This design comes from an exercise in tuning for small area on the open sky130 flow, not from production work.
RTL that was checked went through simulation tests only; none was proved equivalent to the original.
The clock input has no modelled driver; a real chip could not lean on it and would need a root buffer or a full tree.

==> module vending_machine, before the edit <==
module vending_machine(
    input CLK,
    input RESET,
    input RELOAD,
    input CARD_IN,
    input [3:0] ITEM_CODE,
    input KEY_PRESS,
    input VALID_TRAN,
    input DOOR_OPEN,
    output VEND,
    output INVALID_SEL,
    output [2:0] COST,
    output FAILED_TRAN
    );
	localparam RST = 4'd2, IDLE = 4'd5, RELOADING = 4'd1, AD0 = 4'd15, AD1 = 4'd10,
	           WT0 = 4'd8, WT1 = 4'd9, CV = 4'd12, INV = 4'd14, AV = 4'd3, WTR = 4'd13,
	           TF = 4'd6, VS = 4'd4, WV = 4'd11, OD = 4'd0;
	reg [3:0] S, NS;
	reg tstart;
	reg [1:0] tc;
	reg cnt;
	reg h;
	reg [3:0] dd;
	reg ld1, ld2;
	reg [6:0] pr [0:9];
	wire valid = ~(dd[3] & (dd[2] | dd[1]));
	reg [9:0] sel;
	reg [6:0] cur;
	integer j;
	always @(*) begin
		cur = 7'd0;
		for (j = 0; j < 10; j = j + 1) begin
			sel[j] = (dd == j);
			cur = cur | (pr[j] & {7{sel[j]}});
		end
	end
	wire nz = h ? (cur >= 7'd11) : (cur % 7'd11 != 7'd0);
	wire t2 = (tc == 2'd2);
	always @(*) begin
		NS = S; cnt = 1'b0; ld1 = 1'b0; ld2 = 1'b0;
		case (S)
			RST: NS = IDLE;
			IDLE: NS = RELOAD ? RELOADING : CARD_IN ? AD0 : IDLE;
			RELOADING: NS = IDLE;
			AD0: begin
				cnt = 1'b1;
				if (KEY_PRESS) begin ld1 = 1'b1; NS = AD1; end
				else NS = WT0;
			end
			AD1: begin
				if (KEY_PRESS) begin ld2 = 1'b1; NS = CV; end
				else begin NS = WT1; cnt = 1'b1; end
			end
			WT0: begin
				if (t2) NS = INV;
				else if (KEY_PRESS) begin ld1 = 1'b1; NS = AD1; end
				else cnt = 1'b1;
			end
			WT1: begin
				if (t2) NS = INV;
				else if (KEY_PRESS) begin ld2 = 1'b1; NS = CV; end
				else cnt = 1'b1;
			end
			CV: NS = (valid && nz) ? AV : INV;
			INV: NS = IDLE;
			AV: begin
				if (VALID_TRAN) NS = VS;
				else begin NS = WTR; cnt = 1'b1; end
			end
			WTR: begin
				if (t2) NS = TF;
				else if (VALID_TRAN) NS = VS;
				else cnt = 1'b1;
			end
			TF: NS = IDLE;
			VS: begin
				if (DOOR_OPEN) NS = OD;
				else begin NS = WV; cnt = 1'b1; end
			end
			WV: begin
				if (t2) NS = IDLE;
				else if (DOOR_OPEN) NS = OD;
				else cnt = 1'b1;
			end
			OD: NS = DOOR_OPEN ? OD : IDLE;
			default: NS = IDLE;
		endcase
	end
	always @(posedge CLK) begin
		if (RESET) begin
			S <= RST; tstart <= 1'b0; tc <= 2'd0;
		end else begin
			S <= NS;
			tstart <= (S == AD0 || S == AD1 || S == AV || S == VS) && !tstart;
			if (tstart) tc <= 2'd0;
			else if (cnt) tc <= tc + 2'd1;
		end
	end
	always @(posedge CLK) begin
		if (ld1) begin
			h <= ITEM_CODE[0];
			dd <= {4{|ITEM_CODE[3:1]}};
		end else if (ld2)
			dd <= dd | ITEM_CODE;
	end
	wire st_rst = (S == RST), st_rel = (S == RELOADING), st_vs = (S == VS);
	wire [6:0] bus = st_rst ? 7'd0 : st_rel ? 7'd120 : cur - (h ? 7'd11 : 7'd1);
	integer i;
	always @(posedge CLK) begin
		for (i = 0; i < 10; i = i + 1)
			if (st_rst || st_rel || (st_vs && sel[i])) pr[i] <= bus;
	end
	wire active = (S == AV) || (S == WTR) || (S == TF) || (S == VS) || (S == WV) || (S == OD);
	assign VEND = (S == VS) || (S == WV) || (S == OD);
	assign INVALID_SEL = (S == INV);
	assign FAILED_TRAN = (S == TF);
	reg [2:0] cls;
	always @(*) begin
		case ({h, dd})
			5'h00, 5'h01, 5'h02, 5'h03: cls = 3'd1;
			5'h04, 5'h05, 5'h06, 5'h07: cls = 3'd2;
			5'h08, 5'h09, 5'h10, 5'h11: cls = 3'd3;
			5'h12, 5'h13, 5'h14, 5'h15: cls = 3'd4;
			5'h16, 5'h17: cls = 3'd5;
			default: cls = 3'd6;
		endcase
	end
	assign COST = active ? cls : 3'd0;
endmodule
export LEC_CHECK = 0
export CAP_MARGIN = 20
export CORE_MARGIN = 2
export CORE_UTILIZATION = 40
export SLEW_MARGIN = 20
create_clock -name core_clock -period 10.0 [get_ports {CLK}]
standard.sh (not shown) runs the stock make flow with config.mk's settings and CLKGATE_MAP_FILE= SYNTH_SCRIPT=/design/flow/synth_recipe.tcl, a recipe that flattens the netlist after the stock synthesis.
==> flow/flow/run.sh <==
#!/bin/bash
# Layout flow: the standard ORFS flow, except that the combinational logic
# is mapped with area-oriented ABC scripts (flow/area*.abc, run by
# flow/synth.tcl, which keeps the smallest result and is otherwise
# synth_recipe.tcl), adders are
# left to ABC, ports are buffered with buf_1 and the clock tree uses small
# buffers (flow/cts_hook.tcl). Each tool's output goes to the ORFS logs under orfs/logs and to
# make.log in this folder.
set -euo pipefail
W=$(pwd)
export MY_ABC_SCRIPTS="$W/flow/area1.abc $W/flow/area2.abc $W/flow/area3.abc $W/flow/area4.abc"
export CTS_NLEAF=5 CTS_LEAF_BUF=sky130_fd_sc_hd__clkbuf_8 CTS_ROOT_BUF=sky130_fd_sc_hd__clkbuf_2
ARGS=(
  -C "$FLOW_HOME"
  DESIGN_CONFIG="$FLOW_CONFIG"
  WORK_HOME="$W/orfs"
  CLKGATE_MAP_FILE=
  ADDER_MAP_FILE=
  SYNTH_SCRIPT="$W/flow/synth.tcl"
  CAP_MARGIN=20 SLEW_MARGIN=20 CORE_MARGIN=2
  CORE_UTILIZATION=65 PLACE_DENSITY=0.75
  BUFFER_PORTS_ARGS="-buffer_cell sky130_fd_sc_hd__buf_1"
  GPL_TIMING_DRIVEN=0
  PRE_CTS_TCL="$W/flow/cts_hook.tcl"
)
make "${ARGS[@]}" finish > "$W/make.log" 2>&1
R=$W/orfs/results/$FLOW_PLATFORM/vending_machine/base
: # left out here: write the final layout as DEF
Other scripts of this flow, unchanged in this note and not shown: flow/flow/area1.abc, flow/flow/area2.abc, flow/flow/area3.abc, flow/flow/area4.abc, flow/flow/cts_hook.tcl, flow/flow/synth.tcl
The starting point went through all stages and came out clean.
Edit:
--- a/flow/design.v
+++ b/flow/design.v
@@ -10,15 +10,15 @@
     input DOOR_OPEN,
     output VEND,
     output INVALID_SEL,
     output [2:0] COST,
     output FAILED_TRAN
     );
-	localparam RST = 4'd2, IDLE = 4'd5, RELOADING = 4'd1, AD0 = 4'd15, AD1 = 4'd10,
-	           WT0 = 4'd8, WT1 = 4'd9, CV = 4'd12, INV = 4'd14, AV = 4'd3, WTR = 4'd13,
-	           TF = 4'd6, VS = 4'd4, WV = 4'd11, OD = 4'd0;
+	localparam RST = 4'd0, IDLE = 4'd1, RELOADING = 4'd2, AD0 = 4'd3, AD1 = 4'd4,
+	           WT0 = 4'd5, WT1 = 4'd6, CV = 4'd7, INV = 4'd8, AV = 4'd9, WTR = 4'd10,
+	           TF = 4'd11, VS = 4'd12, WV = 4'd13, OD = 4'd14;
 	reg [3:0] S, NS;
 	reg tstart;
 	reg [1:0] tc;
 	reg cnt;
 	reg h;
 	reg [3:0] dd;
=> Register-to-register slack got worse by 0.19 ns. Final cell count is lower by about 2.1%. Design area is lower by 2.9%. Worst setup slack got worse by 0.091 ns. Routed wire length is lower by about 16%.
Only the layout flow was run in the first run of this note; the RTL was not checked for function there. No run of this note takes its clock network from TritonCTS; it comes from the design's own scripts or RTL.

[separate check: timing with driven ports]
The results above use ideal ports. As a check the final layouts listed here were re-extracted and re-timed, cells and wires unchanged.
Step 1 assumes that a clkbuf_16 drives the clock port and a buf_2 every other input.
Step 2, shift: input delay + t, output delay - t, t = (earliest + latest rising clock arrival at the registers) / 2. This alone moves slack from input paths to output paths.
a / b / c = ideal / step 1 / step 2; a / b = the first two.
run | t (ns) | setup slack, ns | latest minus earliest clock arrival (ns) | slew at the worst register clock pin (ns)
the first run | 0.510 | 5.585 / 5.556 / 5.675 | 0.011 / 0.010 | 0.10 / 0.10
the second run | 0.459 | 5.495 / 5.495 / 5.495 | 0.004 / 0.004 | 0.10 / 0.10
After both steps every run listed still meets setup and hold.
